This is an optimization exercise on Yosys and OpenROAD, whose aim is small area, not a production implementation. The RTL was checked by simulation tests, not by an equivalence proof against the original design. No run shown here takes its clock network from TritonCTS; it comes from the design's own scripts or RTL. The clock input has no modelled driver; a real chip could not lean on it and would need a root buffer or a full tree. Power figures rest on the tool's default switching activity, not on a simulated workload.

==> design.v <==
module random_byte(
	input  logic       clk,
	input  logic       rst,
	input  logic       fwd,
	input  logic       bwd,
	output logic [4:0] row,
	output logic [1:0] spr
);
	logic [27:0] w;
	wire x0 = w[4] ^ w[25];
	wire x1 = w[0] ^ w[20];
	wire x2 = w[1] ^ w[11];
	wire x3 = w[16] ^ x1;
	wire x4 = w[5] ^ w[15];
	wire x5 = w[10] ^ x0;
	wire x6 = w[14] ^ x5;
	wire x7 = w[18] ^ w[22];
	wire x8 = w[19] ^ w[27];
	wire x9 = w[6] ^ x2;
	wire x10 = w[2] ^ w[23];
	wire x11 = w[24] ^ x8;
	wire x12 = w[21] ^ x4;
	wire x13 = w[8] ^ w[17];
	wire x14 = x0 ^ x3;
	wire x15 = w[9] ^ x10;
	wire x16 = w[21] ^ x7;
	wire x17 = w[7] ^ w[13];
	wire x18 = x6 ^ x11;
	wire x19 = w[26] ^ x9;
	wire x20 = w[12] ^ x14;
	assign row[0] = w[4] ^ w[5] ^ w[14] ^ w[18] ^ x11 ^ x15 ^ x17;
	assign row[1] = w[0];
	assign row[2] = w[9] ^ x2 ^ x6 ^ x12;
	assign row[3] = w[10] ^ w[15] ^ w[19] ^ w[20] ^ x13 ^ x16 ^ x17;
	assign row[4] = w[6] ^ x10 ^ x16 ^ x20;
	assign spr[0] = w[2] ^ x7 ^ x9 ^ x18;
	assign spr[1] = w[8] ^ w[15] ^ w[22] ^ w[24] ^ x1 ^ x15 ^ x19;
	wire fb_f = x12 ^ x13 ^ x19 ^ x20;
	wire fb_b = w[3] ^ w[7] ^ w[11] ^ x3 ^ x4 ^ x18;
	always_ff @(posedge clk, posedge rst)
		if (rst)	w <= 28'hb6cc389;
		else if (fwd)	w <= {fb_f, w[27:1]};
		else if (bwd)	w <= {w[26:0], fb_b};
endmodule
module digits(input [3:0] digit, input [3:0] line, input [3:0] x, output logic pixel);
	wire d3 = digit[3];
	wire d2 = digit[2];
	wire d1 = digit[1];
	wire d0 = digit[0];
	wire y3 = line[3];
	wire y2 = line[2];
	wire y1 = line[1];
	wire y0 = line[0];
	wire x3 = x[3];
	wire x2 = x[2];
	wire x1 = x[1];
	wire x0 = x[0];
  wire new_n14, new_n15, new_n16, new_n17, new_n18, new_n19, new_n20,
    new_n21, new_n22, new_n23, new_n24, new_n25, new_n26, new_n27, new_n28,
    new_n29, new_n30, new_n31, new_n32, new_n33, new_n34, new_n35, new_n36,
    new_n37, new_n38, new_n39, new_n40, new_n41, new_n42, new_n43, new_n44,
    new_n45, new_n46, new_n47, new_n48, new_n49, new_n50, new_n51, new_n52,
    new_n53, new_n54, new_n55, new_n56, new_n57, new_n58, new_n59, new_n60,
    new_n61, new_n62, new_n63, new_n64, new_n65, new_n66, new_n67, new_n68,
    new_n69, new_n70, new_n71;
  assign new_n14 = y3 & d2;
  assign new_n15 = d1 & ~new_n14;
  assign new_n16 = y1 & ~y3;
  assign new_n17 = ~y3 & ~d1;
  assign new_n18 = ~y3 & ~d2;
  assign new_n19 = ~d0 & ~new_n18;
  assign new_n20 = y2 & y3;
  assign new_n21 = ~y1 & ~y3;
  assign new_n22 = ~y2 & new_n21;
  assign new_n23 = ~new_n20 & ~new_n22;
  assign new_n24 = ~new_n17 & ~new_n19;
  assign new_n25 = new_n23 & ~new_n24;
  assign new_n26 = new_n15 & ~new_n16;
  assign new_n27 = new_n25 & new_n26;
  assign new_n28 = ~x1 & ~new_n27;
  assign new_n29 = x2 & ~new_n28;
  assign new_n30 = ~y2 & ~y1;
  assign new_n31 = d1 & new_n30;
  assign new_n32 = ~x1 & ~x2;
  assign new_n33 = new_n31 & new_n32;
  assign new_n34 = d2 & ~d1;
  assign new_n35 = ~d0 & new_n34;
  assign new_n36 = d0 & d2;
  assign new_n37 = ~y1 & new_n20;
  assign new_n38 = d1 & new_n36;
  assign new_n39 = new_n37 & ~new_n38;
  assign new_n40 = ~d2 & ~d1;
  assign new_n41 = ~d3 & new_n40;
  assign new_n42 = ~new_n38 & ~new_n41;
  assign new_n43 = d0 & ~new_n15;
  assign new_n44 = ~new_n42 & new_n43;
  assign new_n45 = x1 & ~new_n31;
  assign new_n46 = ~x2 & ~new_n45;
  assign new_n47 = y2 & ~new_n42;
  assign new_n48 = ~y2 & new_n35;
  assign new_n49 = ~new_n47 & ~new_n48;
  assign new_n50 = new_n16 & new_n49;
  assign new_n51 = ~new_n23 & ~new_n37;
  assign new_n52 = ~d1 & new_n36;
  assign new_n53 = ~y3 & new_n52;
  assign new_n54 = ~new_n51 & ~new_n53;
  assign new_n55 = ~x2 & ~new_n44;
  assign new_n56 = new_n54 & ~new_n55;
  assign new_n57 = new_n44 & ~new_n46;
  assign new_n58 = ~new_n50 & ~new_n56;
  assign new_n59 = ~new_n57 & ~new_n58;
  assign new_n60 = ~new_n35 & new_n39;
  assign new_n61 = ~new_n59 & ~new_n60;
  assign new_n62 = new_n25 & new_n55;
  assign new_n63 = y3 & new_n35;
  assign new_n64 = ~new_n32 & ~new_n63;
  assign new_n65 = ~x3 & new_n64;
  assign new_n66 = ~new_n39 & ~new_n62;
  assign new_n67 = ~new_n50 & new_n66;
  assign new_n68 = new_n65 & ~new_n67;
  assign new_n69 = ~new_n29 & ~new_n33;
  assign new_n70 = x3 & ~new_n61;
  assign new_n71 = new_n69 & new_n70;
  assign pixel = new_n68 | new_n71;
endmodule
module rom_ship(input [3:0] y, input [3:0] x, output logic pixel);
	wire y3 = y[3];
	wire y2 = y[2];
	wire y1 = y[1];
	wire y0 = y[0];
	wire x3 = x[3];
	wire x2 = x[2];
	wire x1 = x[1];
	wire x0 = x[0];
  wire new_n10, new_n11, new_n12, new_n13, new_n14, new_n15, new_n16,
    new_n17, new_n18, new_n19, new_n20, new_n21, new_n22, new_n23, new_n24,
    new_n25, new_n26, new_n27, new_n28, new_n29, new_n30, new_n31, new_n32,
    new_n33, new_n34, new_n35, new_n36;
  assign new_n10 = ~x3 & ~x2;
  assign new_n11 = y3 & ~y2;
  assign new_n12 = ~y3 & y2;
  assign new_n13 = ~new_n11 & ~new_n12;
  assign new_n14 = ~x3 & ~x0;
  assign new_n15 = ~new_n13 & ~new_n14;
  assign new_n16 = ~y1 & ~y3;
  assign new_n17 = y1 & y3;
  assign new_n18 = ~new_n16 & ~new_n17;
  assign new_n19 = new_n13 & ~new_n18;
  assign new_n20 = ~y3 & y0;
  assign new_n21 = y3 & ~y0;
  assign new_n22 = ~new_n20 & ~new_n21;
  assign new_n23 = ~x1 & new_n22;
  assign new_n24 = ~y2 & ~y0;
  assign new_n25 = y2 & y0;
  assign new_n26 = ~new_n24 & ~new_n25;
  assign new_n27 = ~x2 & ~new_n26;
  assign new_n28 = x3 & ~new_n27;
  assign new_n29 = new_n10 & ~new_n23;
  assign new_n30 = ~new_n15 & new_n23;
  assign new_n31 = ~new_n29 & ~new_n30;
  assign new_n32 = new_n18 & ~new_n28;
  assign new_n33 = new_n31 & ~new_n32;
  assign new_n34 = new_n10 & ~new_n15;
  assign new_n35 = ~x1 & new_n34;
  assign new_n36 = ~new_n33 & ~new_n35;
  assign pixel = ~new_n19 & new_n36;
endmodule
module rom_tail(input [3:0] y, input [1:0] frame, input [3:0] x, output logic pixel);
	wire f1 = frame[1];
	wire f0 = frame[0];
	wire y3 = y[3];
	wire y2 = y[2];
	wire y1 = y[1];
	wire y0 = y[0];
	wire x3 = x[3];
	wire x2 = x[2];
	wire x1 = x[1];
	wire x0 = x[0];
  wire new_n12, new_n13, new_n14, new_n15, new_n16, new_n17, new_n18,
    new_n19, new_n20, new_n21, new_n22, new_n23, new_n24, new_n25, new_n26,
    new_n27, new_n28, new_n29, new_n30, new_n31, new_n32, new_n33, new_n34,
    new_n35, new_n36, new_n37, new_n38, new_n39, new_n40, new_n41, new_n42,
    new_n43, new_n44, new_n45, new_n46, new_n47, new_n48, new_n49, new_n50,
    new_n51, new_n52, new_n53, new_n54, new_n55, new_n56, new_n57, new_n58,
    new_n59, new_n60, new_n61, new_n62, new_n63, new_n64, new_n65;
  assign new_n12 = f0 & x1;
  assign new_n13 = ~f1 & ~f0;
  assign new_n14 = x3 & ~new_n13;
  assign new_n15 = y2 & ~y1;
  assign new_n16 = ~y2 & y1;
  assign new_n17 = ~new_n15 & ~new_n16;
  assign new_n18 = x2 & new_n17;
  assign new_n19 = x1 & x0;
  assign new_n20 = ~f0 & ~new_n19;
  assign new_n21 = ~new_n12 & ~new_n20;
  assign new_n22 = y2 & ~y0;
  assign new_n23 = ~y2 & y0;
  assign new_n24 = ~new_n22 & ~new_n23;
  assign new_n25 = new_n21 & new_n24;
  assign new_n26 = f1 & new_n12;
  assign new_n27 = ~new_n25 & ~new_n26;
  assign new_n28 = new_n18 & new_n27;
  assign new_n29 = new_n14 & new_n28;
  assign new_n30 = ~y3 & y2;
  assign new_n31 = y3 & ~y2;
  assign new_n32 = ~new_n30 & ~new_n31;
  assign new_n33 = ~x1 & ~x0;
  assign new_n34 = ~new_n19 & ~new_n33;
  assign new_n35 = ~new_n21 & ~new_n34;
  assign new_n36 = f1 & new_n24;
  assign new_n37 = ~new_n35 & ~new_n36;
  assign new_n38 = ~f1 & ~new_n24;
  assign new_n39 = ~new_n37 & ~new_n38;
  assign new_n40 = new_n18 & new_n39;
  assign new_n41 = ~new_n33 & new_n40;
  assign new_n42 = ~x3 & ~new_n41;
  assign new_n43 = ~x2 & ~new_n19;
  assign new_n44 = ~new_n12 & new_n43;
  assign new_n45 = x1 & new_n24;
  assign new_n46 = ~f0 & ~new_n45;
  assign new_n47 = ~f1 & new_n12;
  assign new_n48 = ~new_n24 & new_n33;
  assign new_n49 = ~new_n47 & ~new_n48;
  assign new_n50 = ~x2 & new_n49;
  assign new_n51 = ~new_n46 & new_n50;
  assign new_n52 = ~new_n24 & new_n44;
  assign new_n53 = ~f1 & new_n52;
  assign new_n54 = ~new_n51 & ~new_n53;
  assign new_n55 = ~x2 & ~new_n17;
  assign new_n56 = ~new_n35 & ~new_n55;
  assign new_n57 = ~new_n44 & ~new_n56;
  assign new_n58 = ~f1 & ~new_n56;
  assign new_n59 = f1 & ~new_n57;
  assign new_n60 = ~new_n58 & ~new_n59;
  assign new_n61 = new_n24 & new_n60;
  assign new_n62 = new_n17 & new_n54;
  assign new_n63 = ~new_n61 & ~new_n62;
  assign new_n64 = ~new_n29 & ~new_n32;
  assign new_n65 = ~new_n42 & new_n64;
  assign pixel = ~new_n63 & new_n65;
endmodule
module rom_meteor(input [3:0] y, input [1:0] sprite, input [3:0] x, output logic pixel);
	wire y3 = y[3];
	wire s0 = sprite[0];
	wire x2 = x[2];
	wire x3 = x[3];
	wire y1 = y[1];
	wire y2 = y[2];
	wire s1 = sprite[1];
	wire x0 = x[0];
	wire x1 = x[1];
	wire y0 = y[0];
  wire new_n12, new_n13, new_n14, new_n15, new_n16, new_n17, new_n18,
    new_n19, new_n20, new_n21, new_n22, new_n23, new_n24, new_n25, new_n26,
    new_n27, new_n28, new_n29, new_n30, new_n31, new_n32, new_n33, new_n34,
    new_n35, new_n36, new_n37, new_n38, new_n39, new_n40, new_n41, new_n42,
    new_n43, new_n44, new_n45, new_n46, new_n47, new_n48, new_n49, new_n50,
    new_n51, new_n52, new_n53, new_n54, new_n55, new_n56, new_n57, new_n58,
    new_n59, new_n60, new_n61, new_n62, new_n63, new_n64, new_n65, new_n66,
    new_n67, new_n68, new_n69, new_n70, new_n71, new_n72, new_n73, new_n74,
    new_n75, new_n76, new_n77, new_n78, new_n79, new_n80, new_n81, new_n82,
    new_n83, new_n84, new_n85, new_n86, new_n87, new_n88, new_n89, new_n90,
    new_n91, new_n92, new_n93, new_n94, new_n95, new_n96, new_n97, new_n98,
    new_n99, new_n100, new_n101, new_n102, new_n103, new_n104, new_n105,
    new_n106, new_n107, new_n108, new_n109, new_n110, new_n111, new_n112,
    new_n113, new_n114, new_n115, new_n116, new_n117, new_n118, new_n119,
    new_n120, new_n121, new_n122, new_n123, new_n124, new_n125, new_n126,
    new_n127, new_n128, new_n129, new_n130, new_n131, new_n132, new_n133,
    new_n134, new_n135, new_n136, new_n137, new_n138, new_n139, new_n140,
    new_n141, new_n142, new_n143, new_n144, new_n145, new_n146, new_n147,
    new_n148, new_n149, new_n150, new_n151, new_n152, new_n153, new_n154,
    new_n155, new_n156, new_n157, new_n158, new_n159, new_n160, new_n161,
    new_n162, new_n163, new_n164, new_n165, new_n166, new_n167, new_n168;
  assign new_n12 = ~x2 & x3;
  assign new_n13 = y3 & x0;
  assign new_n14 = y1 & ~x0;
  assign new_n15 = ~y3 & new_n14;
  assign new_n16 = y2 & ~new_n13;
  assign new_n17 = ~y1 & new_n16;
  assign new_n18 = ~new_n15 & ~new_n17;
  assign new_n19 = ~y1 & x0;
  assign new_n20 = ~x2 & ~x3;
  assign new_n21 = ~new_n19 & new_n20;
  assign new_n22 = y1 & y0;
  assign new_n23 = x0 & new_n22;
  assign new_n24 = ~y2 & ~new_n23;
  assign new_n25 = y3 & new_n24;
  assign new_n26 = ~y1 & ~y0;
  assign new_n27 = y1 & y2;
  assign new_n28 = ~new_n26 & ~new_n27;
  assign new_n29 = x2 & ~y1;
  assign new_n30 = ~x0 & ~new_n29;
  assign new_n31 = ~y3 & ~new_n30;
  assign new_n32 = x0 & new_n26;
  assign new_n33 = y2 & ~new_n32;
  assign new_n34 = ~x3 & new_n19;
  assign new_n35 = new_n33 & ~new_n34;
  assign new_n36 = new_n31 & new_n35;
  assign new_n37 = ~new_n21 & new_n25;
  assign new_n38 = new_n12 & new_n28;
  assign new_n39 = ~new_n37 & ~new_n38;
  assign new_n40 = ~new_n36 & new_n39;
  assign new_n41 = ~x1 & ~new_n40;
  assign new_n42 = ~y3 & ~new_n22;
  assign new_n43 = y3 & ~y2;
  assign new_n44 = ~new_n42 & ~new_n43;
  assign new_n45 = ~y1 & y0;
  assign new_n46 = ~x3 & ~new_n45;
  assign new_n47 = ~x0 & ~x1;
  assign new_n48 = ~x3 & ~new_n47;
  assign new_n49 = ~y1 & ~y2;
  assign new_n50 = x0 & x1;
  assign new_n51 = ~y3 & ~y1;
  assign new_n52 = ~new_n50 & ~new_n51;
  assign new_n53 = ~new_n27 & ~new_n49;
  assign new_n54 = x1 & ~new_n53;
  assign new_n55 = new_n52 & new_n54;
  assign new_n56 = y0 & new_n50;
  assign new_n57 = y3 & new_n22;
  assign new_n58 = ~new_n49 & ~new_n57;
  assign new_n59 = new_n46 & ~new_n58;
  assign new_n60 = ~y1 & y2;
  assign new_n61 = ~y3 & new_n60;
  assign new_n62 = ~new_n59 & ~new_n61;
  assign new_n63 = ~new_n48 & ~new_n55;
  assign new_n64 = ~new_n46 & new_n63;
  assign new_n65 = ~new_n56 & ~new_n62;
  assign new_n66 = ~new_n64 & ~new_n65;
  assign new_n67 = ~new_n15 & new_n44;
  assign new_n68 = y1 & new_n67;
  assign new_n69 = x2 & ~new_n68;
  assign new_n70 = new_n66 & new_n69;
  assign new_n71 = new_n12 & ~new_n18;
  assign new_n72 = ~new_n70 & ~new_n71;
  assign new_n73 = ~new_n41 & new_n72;
  assign new_n74 = ~x3 & y2;
  assign new_n75 = ~y3 & ~new_n26;
  assign new_n76 = ~y2 & y0;
  assign new_n77 = new_n14 & new_n76;
  assign new_n78 = ~y2 & new_n42;
  assign new_n79 = new_n33 & ~new_n75;
  assign new_n80 = ~new_n78 & ~new_n79;
  assign new_n81 = ~new_n77 & new_n80;
  assign new_n82 = ~new_n74 & new_n81;
  assign new_n83 = ~x2 & ~s1;
  assign new_n84 = x1 & new_n83;
  assign new_n85 = x3 & new_n22;
  assign new_n86 = y3 & new_n85;
  assign new_n87 = new_n84 & ~new_n86;
  assign new_n88 = new_n42 & ~new_n74;
  assign new_n89 = new_n44 & ~new_n82;
  assign new_n90 = ~new_n88 & ~new_n89;
  assign new_n91 = new_n87 & new_n90;
  assign new_n92 = ~new_n28 & new_n66;
  assign new_n93 = ~x0 & new_n92;
  assign new_n94 = new_n91 & ~new_n93;
  assign new_n95 = y1 & new_n50;
  assign new_n96 = ~x2 & ~new_n95;
  assign new_n97 = new_n33 & ~new_n47;
  assign new_n98 = ~new_n49 & ~new_n96;
  assign new_n99 = ~y0 & new_n98;
  assign new_n100 = ~new_n97 & ~new_n99;
  assign new_n101 = new_n12 & new_n47;
  assign new_n102 = ~x3 & new_n29;
  assign new_n103 = ~new_n101 & ~new_n102;
  assign new_n104 = new_n76 & ~new_n103;
  assign new_n105 = y1 & new_n12;
  assign new_n106 = new_n100 & new_n105;
  assign new_n107 = ~x3 & ~new_n100;
  assign new_n108 = ~new_n106 & ~new_n107;
  assign new_n109 = ~new_n104 & new_n108;
  assign new_n110 = ~y3 & new_n109;
  assign new_n111 = ~x3 & x1;
  assign new_n112 = x2 & ~new_n81;
  assign new_n113 = new_n111 & new_n112;
  assign new_n114 = ~new_n101 & ~new_n113;
  assign new_n115 = new_n12 & ~new_n47;
  assign new_n116 = x2 & ~x1;
  assign new_n117 = ~new_n50 & new_n115;
  assign new_n118 = ~x3 & new_n116;
  assign new_n119 = ~new_n117 & ~new_n118;
  assign new_n120 = new_n81 & ~new_n119;
  assign new_n121 = ~new_n27 & ~new_n114;
  assign new_n122 = ~new_n49 & new_n121;
  assign new_n123 = ~new_n120 & ~new_n122;
  assign new_n124 = ~s1 & ~new_n110;
  assign new_n125 = ~new_n123 & ~new_n124;
  assign new_n126 = ~s1 & ~new_n73;
  assign new_n127 = ~new_n125 & ~new_n126;
  assign new_n128 = ~new_n94 & new_n127;
  assign new_n129 = ~new_n52 & new_n115;
  assign new_n130 = ~new_n102 & new_n116;
  assign new_n131 = ~new_n19 & new_n130;
  assign new_n132 = ~new_n129 & ~new_n131;
  assign new_n133 = y2 & ~new_n132;
  assign new_n134 = new_n110 & ~new_n133;
  assign new_n135 = ~new_n27 & ~new_n132;
  assign new_n136 = new_n12 & ~new_n26;
  assign new_n137 = x2 & ~s1;
  assign new_n138 = new_n74 & new_n137;
  assign new_n139 = x1 & new_n138;
  assign new_n140 = ~new_n111 & ~new_n138;
  assign new_n141 = ~s1 & new_n26;
  assign new_n142 = ~new_n29 & ~new_n141;
  assign new_n143 = ~new_n140 & ~new_n142;
  assign new_n144 = ~new_n136 & ~new_n139;
  assign new_n145 = ~new_n143 & new_n144;
  assign new_n146 = s1 & new_n47;
  assign new_n147 = y1 & new_n146;
  assign new_n148 = ~new_n145 & ~new_n147;
  assign new_n149 = ~new_n22 & new_n148;
  assign new_n150 = new_n22 & ~new_n47;
  assign new_n151 = ~new_n50 & ~new_n150;
  assign new_n152 = x3 & new_n151;
  assign new_n153 = ~y2 & ~x1;
  assign new_n154 = ~new_n14 & ~new_n153;
  assign new_n155 = x2 & y0;
  assign new_n156 = ~new_n83 & ~new_n155;
  assign new_n157 = ~new_n154 & new_n156;
  assign new_n158 = new_n48 & ~new_n157;
  assign new_n159 = x2 & new_n32;
  assign new_n160 = ~new_n152 & ~new_n158;
  assign new_n161 = y2 & ~new_n159;
  assign new_n162 = ~new_n160 & ~new_n161;
  assign new_n163 = y3 & ~new_n135;
  assign new_n164 = ~new_n149 & new_n163;
  assign new_n165 = ~new_n162 & new_n164;
  assign new_n166 = ~new_n134 & ~new_n165;
  assign new_n167 = ~s0 & new_n166;
  assign new_n168 = s0 & ~new_n128;
  assign pixel = new_n167 | new_n168;
endmodule
module main(
	input logic		_clk, _rst,
	input logic		up, down,
	output logic		hsync, vsync,
	output logic		active,
	output logic		r, g, b
);
	logic clk;
	logic rst;
	assign clk = _clk;
	assign rst = ~_rst;
	localparam MAX_H = 799;
	localparam MAX_V = 524;
	logic [9:0] hp, vp;
	always_ff @(posedge clk, posedge rst)
		if (rst)		hp <= '0;
		else if (hp == MAX_H)	hp <= '0;
		else			hp <= hp + 1'b1;
	always_ff @(posedge clk, posedge rst)
		if (rst)		vp <= '0;
		else if (hp == MAX_H) begin
			if (vp == MAX_V)	vp <= '0;
			else 			vp <= vp + 1'b1;
		end
	wire hblank = hp[9] && (hp[8] || hp[7]);	 
	wire tick = (hp == MAX_H) && (vp == 10'd489);
	assign hsync = (10'd656 <= hp && hp <= 10'd751);
	assign vsync = (10'd490 <= vp && vp <= 10'd491);
	assign active = !hblank && (vp < 10'd480);
	wire [5:0] col = hp[9:4];
	wire [4:0] trow = vp[8:4];
	wire [3:0] py = vp[3:0];
	wire [3:0] px = hp[3:0];
	logic [4:0] ship_y;
	always_ff @(posedge clk, posedge rst)
		if (rst) 				ship_y <= '0;
		else if (!tick)				ship_y <= ship_y;
		else if (~up && (ship_y != '0))		ship_y <= ship_y - 5'd1;
		else if (~down && (ship_y != 5'd29))	ship_y <= ship_y + 5'd1;
	logic [5:0] d;
	always_ff @(posedge clk, posedge rst)
		if (rst)		d <= 6'd43;
		else if (tick)		d <= (d == 6'd0) ? 6'd3 : d - 6'd1;
	wire [1:0] tail_frame = ~d[1:0];
	wire fwd = (px == 4'd15 && !hblank) || tick;
	wire bwd = hblank && (hp[1:0] == 2'b00);
	logic [4:0] obj_row;
	logic [1:0] obj_spr;
	random_byte random_byte(.clk(clk), .rst(rst), .fwd(fwd), .bwd(bwd), .row(obj_row), .spr(obj_spr));
	logic ship_in_coin;
	logic [2:0] taken;
	always_ff @(posedge clk, posedge rst)
		if (rst)		taken <= '0;
		else if (tick)		taken <= {ship_in_coin, taken[2:1]};
	wire filled = ({1'b0, col} + 7'd3 >= {1'b0, d}) && !(col < 6'd3 && taken[col[1:0]]);
	wire coin_now = filled && (obj_row == ship_y) && (obj_spr == 2'b11);
	wire at_ship = (col == 6'd3);
	always_ff @(posedge clk, posedge rst)
		if (rst)		ship_in_coin <= 1'b0;
		else if (at_ship)	ship_in_coin <= coin_now;
	logic [3:0] score_0, score_1, score_2, score_3;
	always_ff @(posedge clk, posedge rst)
		if (rst)	begin
			score_0 <= '0;
			score_1 <= '0;
			score_2 <= '0;
			score_3 <= '0;
		end else if (at_ship && coin_now && !ship_in_coin) begin
			if (score_0 == 4'd9) begin
				score_0 <= '0;
				if (score_1 == 4'd9) begin
					score_1 <= '0;
					if (score_2 == 4'd9) begin
						score_2 <= '0;
						if (score_3 == 4'd9) begin
							score_3 <= '0;
						end else begin
							score_3 <= score_3 + 4'd1;
						end
					end else begin
						score_2 <= score_2 + 4'd1;
					end
				end else begin
					score_1 <= score_1 + 4'd1;
				end
			end else begin
				score_0 <= score_0 + 4'd1;
			end
		end
	logic ship_bit, tail_bit, meteor_bit, digit_bit;
	logic [3:0] digit_to_show;
	always_comb
		case (hp[5:4])
			2'b00: digit_to_show = score_3;
			2'b01: digit_to_show = score_2;
			2'b10: digit_to_show = score_1;
			2'b11: digit_to_show = score_0;
		endcase
	rom_ship rom_ship(.y(py), .x(px), .pixel(ship_bit));
	rom_tail rom_tail(.y(py), .frame(tail_frame), .x(px), .pixel(tail_bit));
	rom_meteor rom_meteor(.y(py), .sprite(obj_spr), .x(px), .pixel(meteor_bit));
	digits digits(.digit(digit_to_show), .line(py), .x(px), .pixel(digit_bit));
	wire ship_row = (trow == ship_y);
	wire ship_px = ship_row && (col == 6'd3) && ship_bit;
	wire tail_px = ship_row && (col == 6'd2) && tail_bit;
	wire score_px = (trow == 5'd1) && (col[5:2] == 4'd8) && digit_bit;
	wire enemy_px = filled && (obj_row == trow) && meteor_bit;
	wire coin_px = enemy_px && (obj_spr == 2'b11);
	wire blank = !enemy_px && !ship_px && !score_px && !tail_px;
	assign r = active && (blank || ship_px || score_px);
	assign g = active && (blank || coin_px);
	assign b = active && (blank || coin_px);
endmodule
==> flow/run.sh <==
#!/bin/bash
# Own layout flow: the standard flow (standard.sh) with two changes:
#  - synthesis maps the combinational logic with a stronger ABC script
#    (area.abc); registers are mapped before ABC, as in the standard synthesis;
#  - the clock is distributed by cts_own.tcl (a few clock buffers driven by
#    the clock port) instead of ORFS's CTS.
# Each step's output goes to a log file of its own in the work folder.
set -euo pipefail
W=$(pwd)
export OWN_ABC_SCRIPT=$W/flow/area.abc
export OWN_CLOCK_PORT=_clk
export OWN_CLOCK_BUF=${OWN_CLOCK_BUF:-sky130_fd_sc_hd__clkbuf_16}
export OWN_CLOCK_GROUPS=${OWN_CLOCK_GROUPS:-3}
# the platform's don't-use cells, plus the largest buffers, which repair_design
# otherwise picks for the high-fanout reset and select nets
DU=$(bash standard.sh print-DONT_USE_CELLS 2>/dev/null | sed -n 's/^DONT_USE_CELLS: //p')
DU="$DU ${OWN_EXTRA_DONT_USE-sky130_fd_sc_hd__buf_4 sky130_fd_sc_hd__buf_6 sky130_fd_sc_hd__buf_8 sky130_fd_sc_hd__buf_12 sky130_fd_sc_hd__buf_16 sky130_fd_sc_hd__bufbuf_8 sky130_fd_sc_hd__bufbuf_16}"
S=(SYNTH_SCRIPT=$W/flow/own_synth.tcl ADDER_MAP_FILE= "BUFFER_PORTS_ARGS=-buffer_cell sky130_fd_sc_hd__buf_1" "DONT_USE_CELLS=$DU" "MIN_BUF_CELL_AND_PORTS=sky130_fd_sc_hd__buf_1 A X")
bash standard.sh "${S[@]}" place > $W/flow_place.log 2>&1
bash standard.sh "${S[@]}" RUN_SCRIPT=$W/flow/cts_own.tcl RUN_LOG_NAME_STEM=4_1_cts run > $W/flow_cts.log 2>&1
bash standard.sh "${S[@]}" finish > $W/flow_finish.log 2>&1
==> flow/area.abc <==
strash
&get -n
&deepsyn -T 30
&put
dch -f
amap
topo
==> flow/cts_own.tcl <==
# Clock distribution for a small design: the registers are split into
# OWN_CLOCK_GROUPS groups by place (k-means), and one clock buffer per group,
# driven by the clock port, drives the group's clock pins (ORFS's CTS builds a
# nine-buffer tree plus dummy loads for 79 registers). Writes the same
# results as ORFS's cts step.
source $::env(SCRIPTS_DIR)/load.tcl
erase_non_stage_variables cts
load_design 3_place.odb 3_place.sdc
set_dont_use $::env(DONT_USE_CELLS)

set block [ord::get_db_block]
set db [ord::get_db]
set port_net [[$block findBTerm $::env(OWN_CLOCK_PORT)] getNet]
set master [$db findMaster $::env(OWN_CLOCK_BUF)]
set k $::env(OWN_CLOCK_GROUPS)
$port_net setSigType CLOCK

# the clock pins and their locations
set pins {}
foreach it [$port_net getITerms] {
  set bb [[$it getInst] getBBox]
  lappend pins [list $it [expr { ([$bb xMin] + [$bb xMax]) / 2.0 }] \
    [expr { ([$bb yMin] + [$bb yMax]) / 2.0 }]]
}
set n [llength $pins]
# k-means on the pin locations, seeded along the sorted x order
set sorted [lsort -real -index 1 $pins]
set cx {}
set cy {}
for { set g 0 } { $g < $k } { incr g } {
  set p [lindex $sorted [expr { int(($g + 0.5) * $n / $k) }]]
  lappend cx [lindex $p 1]
  lappend cy [lindex $p 2]
}
for { set iter 0 } { $iter < 50 } { incr iter } {
  set assign {}
  foreach p $pins {
    set best 0
    set bd 1e30
    for { set g 0 } { $g < $k } { incr g } {
      set dx [expr { [lindex $p 1] - [lindex $cx $g] }]
      set dy [expr { [lindex $p 2] - [lindex $cy $g] }]
      set d [expr { abs($dx) + abs($dy) }]
      if { $d < $bd } { set bd $d; set best $g }
    }
    lappend assign $best
  }
  for { set g 0 } { $g < $k } { incr g } {
    set sx 0.0; set sy 0.0; set m 0
    foreach p $pins a $assign {
      if { $a == $g } {
        set sx [expr { $sx + [lindex $p 1] }]
        set sy [expr { $sy + [lindex $p 2] }]
        incr m
      }
    }
    if { $m > 0 } {
      lset cx $g [expr { $sx / $m }]
      lset cy $g [expr { $sy / $m }]
    }
  }
}
for { set g 0 } { $g < $k } { incr g } {
  set buf [odb::dbInst_create $block $master clkbuf_own_$g]
  set net [odb::dbNet_create $block clknet_own_$g]
  $net setSigType CLOCK
  set m 0
  foreach p $pins a $assign {
    if { $a == $g } {
      set it [lindex $p 0]
      $it disconnect
      $it connect $net
      incr m
    }
  }
  puts "clock buffer $g drives $m clock pins"
  [$buf findITerm A] connect $port_net
  [$buf findITerm X] connect $net
  $buf setLocation [expr { int([lindex $cx $g]) }] [expr { int([lindex $cy $g]) }]
  $buf setPlacementStatus PLACED
}

set_placement_padding -global \
  -left $::env(CELL_PAD_IN_SITES_DETAIL_PLACEMENT) \
  -right $::env(CELL_PAD_IN_SITES_DETAIL_PLACEMENT)
detailed_placement
check_placement -verbose

set_propagated_clock [all_clocks]
estimate_parasitics -placement
report_clock_skew
report_check_types -max_slew -max_capacitance -violators
repair_timing_helper
detailed_placement
check_placement -verbose
report_metrics 4 "cts final"
orfs_write_db $::env(RESULTS_DIR)/4_1_cts.odb
orfs_write_sdc $::env(RESULTS_DIR)/4_cts.sdc
==> flow/own_synth.tcl <==
# The standard synthesis (synth_recipe.tcl), with one change: ABC maps the
# combinational logic with the script named by OWN_ABC_SCRIPT instead of
# ORFS's speed script. Registers are mapped before ABC runs, so they come out
# as in the standard synthesis.
proc synth {args} { yosys synth -nofsm -noshare {*}$args }
proc abc {args} {
  set i [lsearch -exact $args -script]
  if { $i >= 0 } { lset args [expr { $i + 1 }] $::env(OWN_ABC_SCRIPT) }
  yosys abc {*}$args
}
source $::env(SCRIPTS_DIR)/synth.tcl
# left out here: clear keep_hierarchy, flatten, clean up, hide names made inside functions, write 1_2_yosys.v
==> standard.sh <==
#!/bin/bash
# synth_recipe.tcl (not shown) runs the flow's synth.tcl, then flattens the netlist and writes it again
# the make line also repeats each setting of config.mk as NAME=value (left out here)
make -C /OpenROAD-flow-scripts/flow DESIGN_CONFIG=/design/flow/config.mk WORK_HOME=/design/flow/orfs CLKGATE_MAP_FILE= SYNTH_SCRIPT=/design/flow/synth_recipe.tcl "${@:-finish}"
==> config.mk <==
export PLATFORM = sky130hd
export DESIGN_NAME = main
export DESIGN_NICKNAME = main
export VERILOG_FILES = /design/flow/design.v
export SDC_FILE = /design/flow/constraint.sdc
export NUM_CORES = 8
export LEC_CHECK = 0
export CAP_MARGIN = 5
export CORE_MARGIN = 2
export CORE_UTILIZATION = 78
export GPL_TIMING_DRIVEN = 0
export PLACE_DENSITY = 0.85
export SLEW_MARGIN = 5
==> constraint.sdc <==
create_clock -name core_clock -period 40.0 [get_ports {_clk}]
set_input_delay 8.0000 -clock core_clock [delete_from_list [all_inputs] [get_ports {_clk}]]
set_output_delay 8.0000 -clock core_clock [all_outputs]
set_load 0.01 [all_outputs]
==> results of run 1 <==
## final timing paths
path	startpoint	endpoint	slack, ps	cells past startpoint
setup / recovery	vp[2]	g	27350	20
hold / removal	d[3]	d[3]	500	2
setup reg to reg	hp[1]	random_byte.w[12]	34440	20
hold reg to reg	d[3]	d[3]	500	2
max in group asynchronous	_rst	random_byte.w[23]	30530	3
min in group asynchronous	_rst	hp[1]	7670	1
## through the flow
step / hold slack [ps] / area, sq um / power [mW] / setup WS (ps) / util [%]
final: 501 / 5390 / 0.118 / 27350 / 84.4
after global routing: 520 / 5390 / 0.121 / 27060 / 84.4
after detailed placement: 483 / 5320 / 0.0852 / 27790 / 83.3
after global placement: 468 / 5280 / 0.0849 / 27770 / 82.7
after floorplan: 450 / 5150 / 0.0830 / 28760 / -
## layout make-up
class | count | area share, %
inverters | 120 | 8.35
plain buffers | 4 | 1.46
multi-input cells | 495 | 50.2
repair buffers | 14 | 1.11
flip-flops and latches | 79 | 37.1
well taps | 77 | 1.79
## cells in the final DEF, fill, tap and decap left out, types with 3 or more instances in the layout
master and n:
nor2_1 121, clkinv_1 120, nand2_1 67, dfrtp_1 61
a21oi_1 54, o21ai_0 51, o22ai_1 38, a222oi_1 24
nor3_1 22, dfstp_2 18, nand3_1 13, a31oi_1 10
a22oi_1 9, buf_1 9, nor4_1 7, a211oi_1 7
o21a_1 7, o221ai_1 6, buf_2 6, a2111oi_0 5
o211ai_1 4, o22a_1 4, nor2b_1 3, o32ai_1 3
o32a_1 3, a221oi_1 3, or4_1 3, clkbuf_16 3
## sequential cells by signal, summed over array words and instances, names as in the netlist
register       flops
random_byte.w     28
hp                10
vp                10
d                  6
ship_y             5
score_0            4
score_1            4
score_2            4
score_3            4
taken              3
ship_in_coin       1
## critical path, cell delays in order, from the launching register on
cell	delay, ps
dfrtp_1	580
clkinv_1	420
o22ai_1	420
clkinv_1	180
nor2_1	150
nand2_1	100
clkinv_1	70
nor2_1	50
or4_1	470
a31oi_1	160
nor3_1	80
o211ai_1	90
a21oi_1	110
a2111oi_0	690
o21ai_0	220
o41ai_1	140
nor2_1	100
a31oi_1	180
nor2_1	70
buf_1	90
buf_1	120
## routing by layer
metal	wire length, um	track usage, %
met5	0	0
met4	500	11.3
met3	1580	4.18
met2	6270	62.4
met1	5520	53.5
## power groups by stage
| stage | Combinational, mW | Sequential [mW] | Clock (mW) |
|---|---|---|---|
| after CTS | 0.00306 | 0.0806 | 0.0342 |
| after global routing | 0.00352 | 0.0808 | 0.0367 |
| final | 0.00301 | 0.0807 | 0.0341 |
| after detailed placement | 0.00304 | 0.0821 | 0 |
| after floorplan | 0.000976 | 0.0820 | 0 |
| after global placement | 0.00281 | 0.0821 | 0 |
## kinds of logic after synthesis
logic type	Yosys count	share of synthesized area [%]
xor gates and xnor gates	3	0.510
AOI/OAI and AO/OA	246	31.9
DFF	79	38.8
buffers and inverters	121	8.81
and+or+nand+nor	246	19.9
==> results.toml, run 1 <==
[layout]
drive_gt1_share_pct = 4.21
final_cells = 789
nets = 718
nFillCells = 419
diodes = 0
seq_area_sq_mm = 0.00200
multiInputGateArea_sq_mm = 0.00271
area_delta_synth_final_pct = 4.66

[yosys]
synth_area_leader_cell = "dfrtp_1"
synth_nets = 699
yosysMostFrequentCell = "nor2_1"
synth-edff-count = 0
ys_top_cells_by_area = "dfrtp_1 (30%), dfstp_2 (9.2%), nor2_1 (9.0%), clkinv_1 (8.7%), a21oi_1 (5.2%)"
ys_async_sr_fraction_pct = 100
synth_top_cell_area_share_pct = 29.6
syn-instance-count = 695
synthFlopType = "dfrtp_1"
ys_seq_area_share_pct = 38.8
synth_commonest_cells = "nor2_1 (123), clkinv_1 (120), nand2_1 (67)"
yosysWarnings = 2
syn_area_per_cell_sq_um = 7.41
synth-seq-cells = 79
synth.distinct_cells = 48
netlist_area_sq_mm = 0.00515

[power_and_ir_drop]
pwr-share-clk_pct = 28.9
p_seq_share_pct = 68.5
power.switching_mw = 0.0231
ir_drop_v = 0.0000319
p_int_mw = 0.0946
p_leak_nw = 2.01
p_per_area_mw_per_mm2 = 21.8
swShare_pct = 19.6
combinationalPowerShare_pct = 2.6

[sta]
fin_skew_ps = 22.7
period_minus_slack_ps = 12650
grt_setup_unrepaired = "no"
max_freq_mhz = 79.0
final_min_period_over_clock_period_pct = 31.6
setup-violations-final = 0
worst_pin_slew_ps = 851
relSlewSlack_pct = 41.8
timing_hold_violations_final = 0
maxSlewViolCount = 0
setup-tns-final_ps = 0

[global_route]
grt_pass1_vias = 4952
grt_start_max_net_pins = 38
grt_first_pass_wirelength_um = 23100
overflow = 0
grt_antenna_before_repair = 0
track_usage_pct = 38.0

[min_path]
hp-class = "flop to flop"

[cts]
ctsResizeCount = 0
holdBufCountCts = 0
postCtsSetupBuffers = 0
clk_pin_slew_worst_paths_ps = 110
clk_latency_ps = 170

[route]
routedWlPerCell_um = 17.6
drt-initial-drc-count = 830
via_count = 5620
routed_wl_um = 13900
drc = 0
dr.pass1.iters = 8
viasPerCell = 7.12
drtAntennaViolNets = 0

[floorplan]
fp.dieH_um = 85.3
core-area_sq_mm = 0.00639
initial_core_util_pct = 80.7
die_x_um = 85.3
dieArea_sq_mm = 0.00727
num_rows = 29
pin_count = 10

[setup_path]
start_kind = "flop"
critPathKind = "flop to primary output"
crit_arrival_ps = 4650
crit_fanout = 12
critPathCaptureType = "primary output"
worstPathRequired_ps = 32000

[flow_run]
drv_cap = 0

[place]
port-buffer-count = 9
gp_congestion = 1.05
dp_hpwl_um = 10100
dp_cells = 786

[outcome]
status = "no timing/DRC/antenna violations"
==> inputs of run 2 (changes only) <==
--- a/config.mk
+++ b/config.mk
@@ -7,7 +7,7 @@
 export LEC_CHECK = 0
 export CAP_MARGIN = 5
 export CORE_MARGIN = 2
-export CORE_UTILIZATION = 78
+export CORE_UTILIZATION = 70
 export GPL_TIMING_DRIVEN = 0
-export PLACE_DENSITY = 0.85
+export PLACE_DENSITY = 0.8
 export SLEW_MARGIN = 5
==> results.toml, run 2 <==
[route]
routed_wl_um = 13900
dr.pass1.iters = 7
drc = 0
drt-initial-drc-count = 630
drtAntennaViolNets = 0
routedWlPerCell_um = 17.1
viasPerCell = 6.69
via_count = 5428

[layout]
multiInputGateArea_sq_mm = 0.00271
area_delta_synth_final_pct = 5.20
postLayoutCoreUtil_pct = 75.5
diodes = 0
drive_gt1_share_pct = 4.21
nFillCells = 552
largest_register_ffs = 28
design_area_sq_mm = 0.00542
largest_register = "random_byte.w"
seq_area_sq_mm = 0.00200
final_cell_mix = "nor2_1 (121), clkinv_1 (120), nand2_1 (67)"
nets = 718
reg_top3 = "random_byte.w (28), hp (10), vp (10)"
final_common_cell = "nor2_1"

[floorplan]
die_x_um = 89.8
fp.dieH_um = 89.8
num_rows = 31
initial_core_util_pct = 71.8
dieArea_sq_mm = 0.00806
pin_count = 10
core-area_sq_mm = 0.00718

[global_route]
track_usage_pct = 32.8
grt_start_max_net_pins = 37
overflow = 0
grt_antenna_before_repair = 0
grt_pass1_vias = 4786
grt_first_pass_wirelength_um = 22500

[yosys]
yosysWarnings = 2
synth_top_cell_area_share_pct = 29.6
synth-seq-cells = 79
ys_top_cells_by_area = "dfrtp_1 (30%), dfstp_2 (9.2%), nor2_1 (9.0%), clkinv_1 (8.7%), a21oi_1 (5.2%)"
yosysMostFrequentCell = "nor2_1"
synth_commonest_cells = "nor2_1 (123), clkinv_1 (120), nand2_1 (67)"
ys_seq_area_share_pct = 38.8
synthFlopType = "dfrtp_1"
syn_area_per_cell_sq_um = 7.41
syn-instance-count = 695
netlist_area_sq_mm = 0.00515
synth-edff-count = 0
synth_area_leader_cell = "dfrtp_1"
synth_nets = 699
ys_async_sr_fraction_pct = 100
synth.distinct_cells = 48

[setup_path]
crit_path_frequent_cell = "nor2_1"
start_kind = "flop"
reg2reg_from = "hp[1]"
critPathBufInv = 5
cp-endpoint = "g"
crit_fanout = 12
cp_num_cells = 20
crit_slowest_cell = "dfrtp_1"
critPathCaptureType = "primary output"
max_stage_delay_ps = 630
critPathTopFamily = "compound AO/OA/AOI/OAI gates"
regToRegEndpoint = "random_byte.w[1]"
worstPathRequired_ps = 32000
worstPathCellList = "clkinv_1 -> o22ai_1 -> clkinv_1 -> nor2_1 -> nand2_1 -> clkinv_1 -> nor2_1 -> or4_1 -> a31oi_1 -> nor3_1 -> o211ai_1 -> a21oi_1 -> a2111oi_0 -> o21ai_0 -> o41ai_1 -> nor2_1 -> a31oi_1 -> nor2_1 -> buf_1 -> buf_1"
critPathKind = "flop to primary output"
r2r_setup_slack_ps = 33410
crit_arrival_ps = 4650
r2r_cells = 21
cp-startpoint = "vp[2]"

[cts]
clk_pin_slew_worst_paths_ps = 110
ctsResizeCount = 0
postCtsSetupBuffers = 0
clk_latency_ps = 170
holdBufCountCts = 0

[power_and_ir_drop]
p_per_area_mw_per_mm2 = 21.8
ir_drop_v = 0.0000402
pwr-share-clk_pct = 29.1
p_leak_nw = 2.01
combinationalPowerShare_pct = 2.5
power.switching_mw = 0.0233
p_total_mw = 0.118
p_int_mw = 0.0947
p_seq_share_pct = 68.4
swShare_pct = 19.7

[sta]
max_freq_mhz = 79.0
setup-tns-final_ps = 0
fin_hold_ws_ps = 521
setup-violations-final = 0
worst_pin_slew_ps = 904
period_minus_slack_ps = 12650
final_min_period_over_clock_period_pct = 31.6
maxSlewViolCount = 0
timing_hold_violations_final = 0
fin_skew_ps = 18.2
grt_setup_unrepaired = "no"
relSlewSlack_pct = 39.3

[place]
port-buffer-count = 9
dp_hpwl_um = 10300
gp_congestion = 1.00
post_dp_cell_area_sq_mm = 0.00535

[flow_run]
drv_cap = 0

[min_path]
hp-class = "flop to flop"

[outcome]
status = "no timing/DRC/antenna violations"
[run 2: worst register-to-register path, stage by stage (launching register included)]
cell and delay, ps:
dfrtp_1 570, clkinv_1 320, nor2_1 290, clkinv_1 210
nor2_1 170, clkinv_1 100, nor2_1 220, clkinv_1 240
nor2_1 260, nand3_1 180, nor2_1 180, clkinv_1 170
nor2_1 240, clkinv_1 180, nor3_1 760, clkinv_1 600
o21ai_2 420, buf_2 410, nor2_2 150, buf_2 280
a222oi_1 420, clkinv_1 110
[run 2: metal layers]
layer / part of all wire (%) / wire, um / track usage, % / vias up
li1: - / - / - / 2571
met1: 41 / 5720 / 45.7 / 2476
met2: 46 / 6430 / 54.6 / 318
met3: 8.9 / 1240 / 3.35 / 63
met4: 3.6 / 501 / 10.5 / 0
met5: 0 / 0 / 0 / -
[run 2: power groups by stage]
stage / clock network, mW / logic, mW / registers [mW]
after floorplan: 0 / 0.000976 / 0.0820
after global placement: 0 / 0.00276 / 0.0821
after detailed placement: 0 / 0.00305 / 0.0821
after CTS: 0.0346 / 0.00304 / 0.0806
after global routing: 0.0373 / 0.00349 / 0.0807
final: 0.0343 / 0.00297 / 0.0806
[run 2: final cells by class]
class,instances,share of cell area [%]
repair buffers,14,1.11
flip-flops and latches,79,36.9
multi-input cells,495,50.0
plain buffers,4,1.45
well taps,99,2.29
inverters,120,8.31
[run 2: through the flow]
step	worst slack, ps	instances
final	27350	811
after global placement	27790	803
after global routing	27060	811
after floorplan	28760	695
after detailed placement	27840	808
[run 2: cells by family after synthesis]
| logic type | after synthesis | share of synthesized area, % |
|---|---|---|
| AO/OA/AOI/OAI | 246 | 31.9 |
| XOR/XNOR | 3 | 0.510 |
| buffers and inverters | 121 | 8.81 |
| flip-flops | 79 | 38.8 |
| AND/OR/NAND/NOR | 246 | 19.9 |
[run 2: worst min-delay path by stage]
stage | from | to | slack (ps) | cells after the start
finish | d[3] | d[3] | 520 | 2
global placement | taken[0] | taken[0] | 460 | 2
global route | d[5] | d[5] | 540 | 1
floorplan | taken[0] | taken[0] | 450 | 2
detailed placement | d[3] | d[3] | 490 | 2
CTS | taken[0] | taken[0] | 520 | 2
==> inputs of run 3 (changes only) <==
--- a/flow/run.sh
+++ b/flow/run.sh
@@ -9,7 +9,7 @@
 W=$(pwd)
 export OWN_ABC_SCRIPT=$W/flow/area.abc
 export OWN_CLOCK_PORT=_clk
-export OWN_CLOCK_BUF=${OWN_CLOCK_BUF:-sky130_fd_sc_hd__clkbuf_16}
+export OWN_CLOCK_BUF=${OWN_CLOCK_BUF:-sky130_fd_sc_hd__buf_12}
 export OWN_CLOCK_GROUPS=${OWN_CLOCK_GROUPS:-3}
 # the platform's don't-use cells, plus the largest buffers, which repair_design
 # otherwise picks for the high-fanout reset and select nets
==> results.toml, run 3 <==
[yosys]
ys_async_sr_fraction_pct = 100
yosysMostFrequentCell = "nor2_1"
syn_area_per_cell_sq_um = 7.41
yosysWarnings = 2
synth_nets = 699
synth.distinct_cells = 48
synth_area_leader_cell = "dfrtp_1"
synth-seq-cells = 79
syn-instance-count = 695
ys_seq_area_share_pct = 38.8
synth_top_cell_area_share_pct = 29.6
synthFlopType = "dfrtp_1"
ys_top_cells_by_area = "dfrtp_1 (30%), dfstp_2 (9.2%), nor2_1 (9.0%), clkinv_1 (8.7%), a21oi_1 (5.2%)"
netlist_area_sq_mm = 0.00515
synth_commonest_cells = "nor2_1 (123), clkinv_1 (120), nand2_1 (67)"
synth-edff-count = 0

[sta]
timing_hold_violations_final = 0
setup-tns-final_ps = 0
max_freq_mhz = 79.4
fin_skew_ps = 14.4
relSlewSlack_pct = 39.4
worst_pin_slew_ps = 902
period_minus_slack_ps = 12590
final_min_period_over_clock_period_pct = 31.5
setup-violations-final = 0
grt_setup_unrepaired = "no"
maxSlewViolCount = 0

[power_and_ir_drop]
swShare_pct = 20.0
p_per_area_mw_per_mm2 = 21.5
power.switching_mw = 0.0233
pwr-share-clk_pct = 28.2
p_leak_nw = 2.00
ir_drop_v = 0.0000390
p_int_mw = 0.0930
p_seq_share_pct = 69.3
combinationalPowerShare_pct = 2.6

[layout]
nFillCells = 555
diodes = 0
nets = 718
drive_gt1_share_pct = 4.21
final_cell_mix = "nor2_1 (121), clkinv_1 (120), nand2_1 (67)"
seq_area_sq_mm = 0.00200
largest_register_ffs = 28
multiInputGateArea_sq_mm = 0.00271
largest_register = "random_byte.w"
postLayoutCoreUtil_pct = 75.3
area_delta_synth_final_pct = 4.91
final_common_cell = "nor2_1"
reg_top3 = "random_byte.w (28), hp (10), vp (10)"

[min_path]
whs_path_depth = 2
hp-class = "flop to flop"
min_to = "d[3]"
hp-start = "d[3]"

[cts]
postCtsSetupBuffers = 0
clk_pin_slew_worst_paths_ps = 110
clk_latency_ps = 140
holdBufCountCts = 0
ctsResizeCount = 0

[setup_path]
start_kind = "flop"
crit_arrival_ps = 4590
r2r_cells = 21
crit_fanout = 12
critPathKind = "flop to primary output"
worstPathRequired_ps = 32000
critPathCaptureType = "primary output"
regToRegEndpoint = "random_byte.w[4]"
r2r_setup_slack_ps = 33400
reg2reg_from = "hp[1]"

[place]
port-buffer-count = 9
dp_hpwl_um = 10300
gp_congestion = 1.00

[global_route]
overflow = 0
grt_antenna_before_repair = 0
grt_first_pass_wirelength_um = 22400
grt_start_max_net_pins = 37
grt_pass1_vias = 4722
track_usage_pct = 32.6

[flow_run]
drv_cap = 0

[floorplan]
num_rows = 31
dieArea_sq_mm = 0.00806
fp.dieH_um = 89.8
pin_count = 10
initial_core_util_pct = 71.8
core-area_sq_mm = 0.00718
die_x_um = 89.8

[route]
drtAntennaViolNets = 0
dr.pass1.iters = 9
routed_wl_um = 13700
viasPerCell = 6.68
drc = 0
via_count = 5414
drt-initial-drc-count = 673
routedWlPerCell_um = 16.8

[outcome]
status = "no timing/DRC/antenna violations"
## run 3: changes by cell type in the layout (fill, tap and decap cells not counted)
cell	delta
clkbuf_16	-3
buf_12	+3
## run 3: cell type report
cell class	instances	share of cell area, %
multi-input combinational	495	50.1
sequential	79	37.0
inverter	120	8.33
tap	99	2.29
buffer	4	1.18
timing repair buffer	14	1.11
## run 3: worst max-delay path: stages, from the launching register on
cell	delay (ps)
dfrtp_1	620
clkinv_1	420
o22ai_1	420
clkinv_1	210
nor2_1	180
nand2_1	100
clkinv_1	80
nor2_1	50
or4_1	480
a31oi_1	170
nor3_1	70
o211ai_1	100
a21oi_1	100
a2111oi_0	490
o21ai_0	240
o41ai_1	160
nor2_1	100
a31oi_1	150
nor2_1	80
buf_1	90
buf_1	120
## run 3: metal layers
metal  vias to the layer above  track usage [%]  wire [um]
met5                         -                0          0
met4                         0             9.10        432
met3                        50             3.19       1180
met2                       311             54.1       6310
met1                      2474             46.1       5740
li1                       2579                -          -
## run 3: worst max path at each step
stage,startpoint,end,slack (ps),depth (start not counted)
after detailed placement,vp[2],g,27840,20
after global routing,vp[2],g,27080,20
after global placement,vp[2],g,27790,20
after floorplan,random_byte.w[22],g,28760,18
after CTS,vp[2],g,27610,20
final,vp[2],g,27410,20
## run 3: cell families after synthesis
kind of cell | share of synthesized area [%]
flops | 38.8
simple gates | 19.9
buf+inv | 8.81
xor+xnor | 0.510
compound gates | 31.9
## run 3: power by group through the flow
| stage | Combinational, mW | Clock, mW | Sequential (mW) |
|---|---|---|---|
| 6_report | 0.00297 | 0.0328 | 0.0806 |
| 5_1_grt | 0.00349 | 0.0358 | 0.0807 |
| 4_1_cts | 0.00304 | 0.0331 | 0.0806 |
| 3_5_place_dp | 0.00305 | 0 | 0.0821 |
| 3_3_place_gp | 0.00276 | 0 | 0.0821 |
| 2_1_floorplan | 0.000976 | 0 | 0.0820 |
## run 3: metrics by stage
stage / area [sq um] / hold slack, ps / worst slack [ps] / std cells / power, mW
after floorplan: 5150 / 450 / 28760 / 695 / 0.0830
final: 5410 / 515 / 27410 / 811 / 0.116
after global placement: 5310 / 461 / 27790 / 803 / 0.0848
after detailed placement: 5350 / 488 / 27840 / 808 / 0.0851
after global routing: 5410 / 539 / 27080 / 811 / 0.120

[re-timing with driven ports]
In the flow no input, the clock included, has a driving cell. The finished layouts below were timed again as built, in two steps. Step 1 sets driving cells, clkbuf_16 on the clock port and buf_2 on the other inputs (assumed; they add their load-dependent delay and slew). Step 2 times the ports against the registers' clock, not the clock port: input delays grow and output delays shrink by t, the midpoint of the rising clock arrivals with the driver on. a / b / c = ideal / step 1 / step 2; a / b = the first two.
| run | shift t [ns] | slack for setup (ns) | clock arrival spread, ns |
|---|---|---|---|
| run 1 | 0.230 | 27.348 / 27.278 / 27.508 | 0.022 / 0.022 |
| run 2 | 0.235 | 27.349 / 27.279 / 27.514 | 0.018 / 0.018 |
| run 3 | 0.211 | 27.410 / 27.336 / 27.547 | 0.015 / 0.015 |
After both steps every run listed still meets setup and hold.
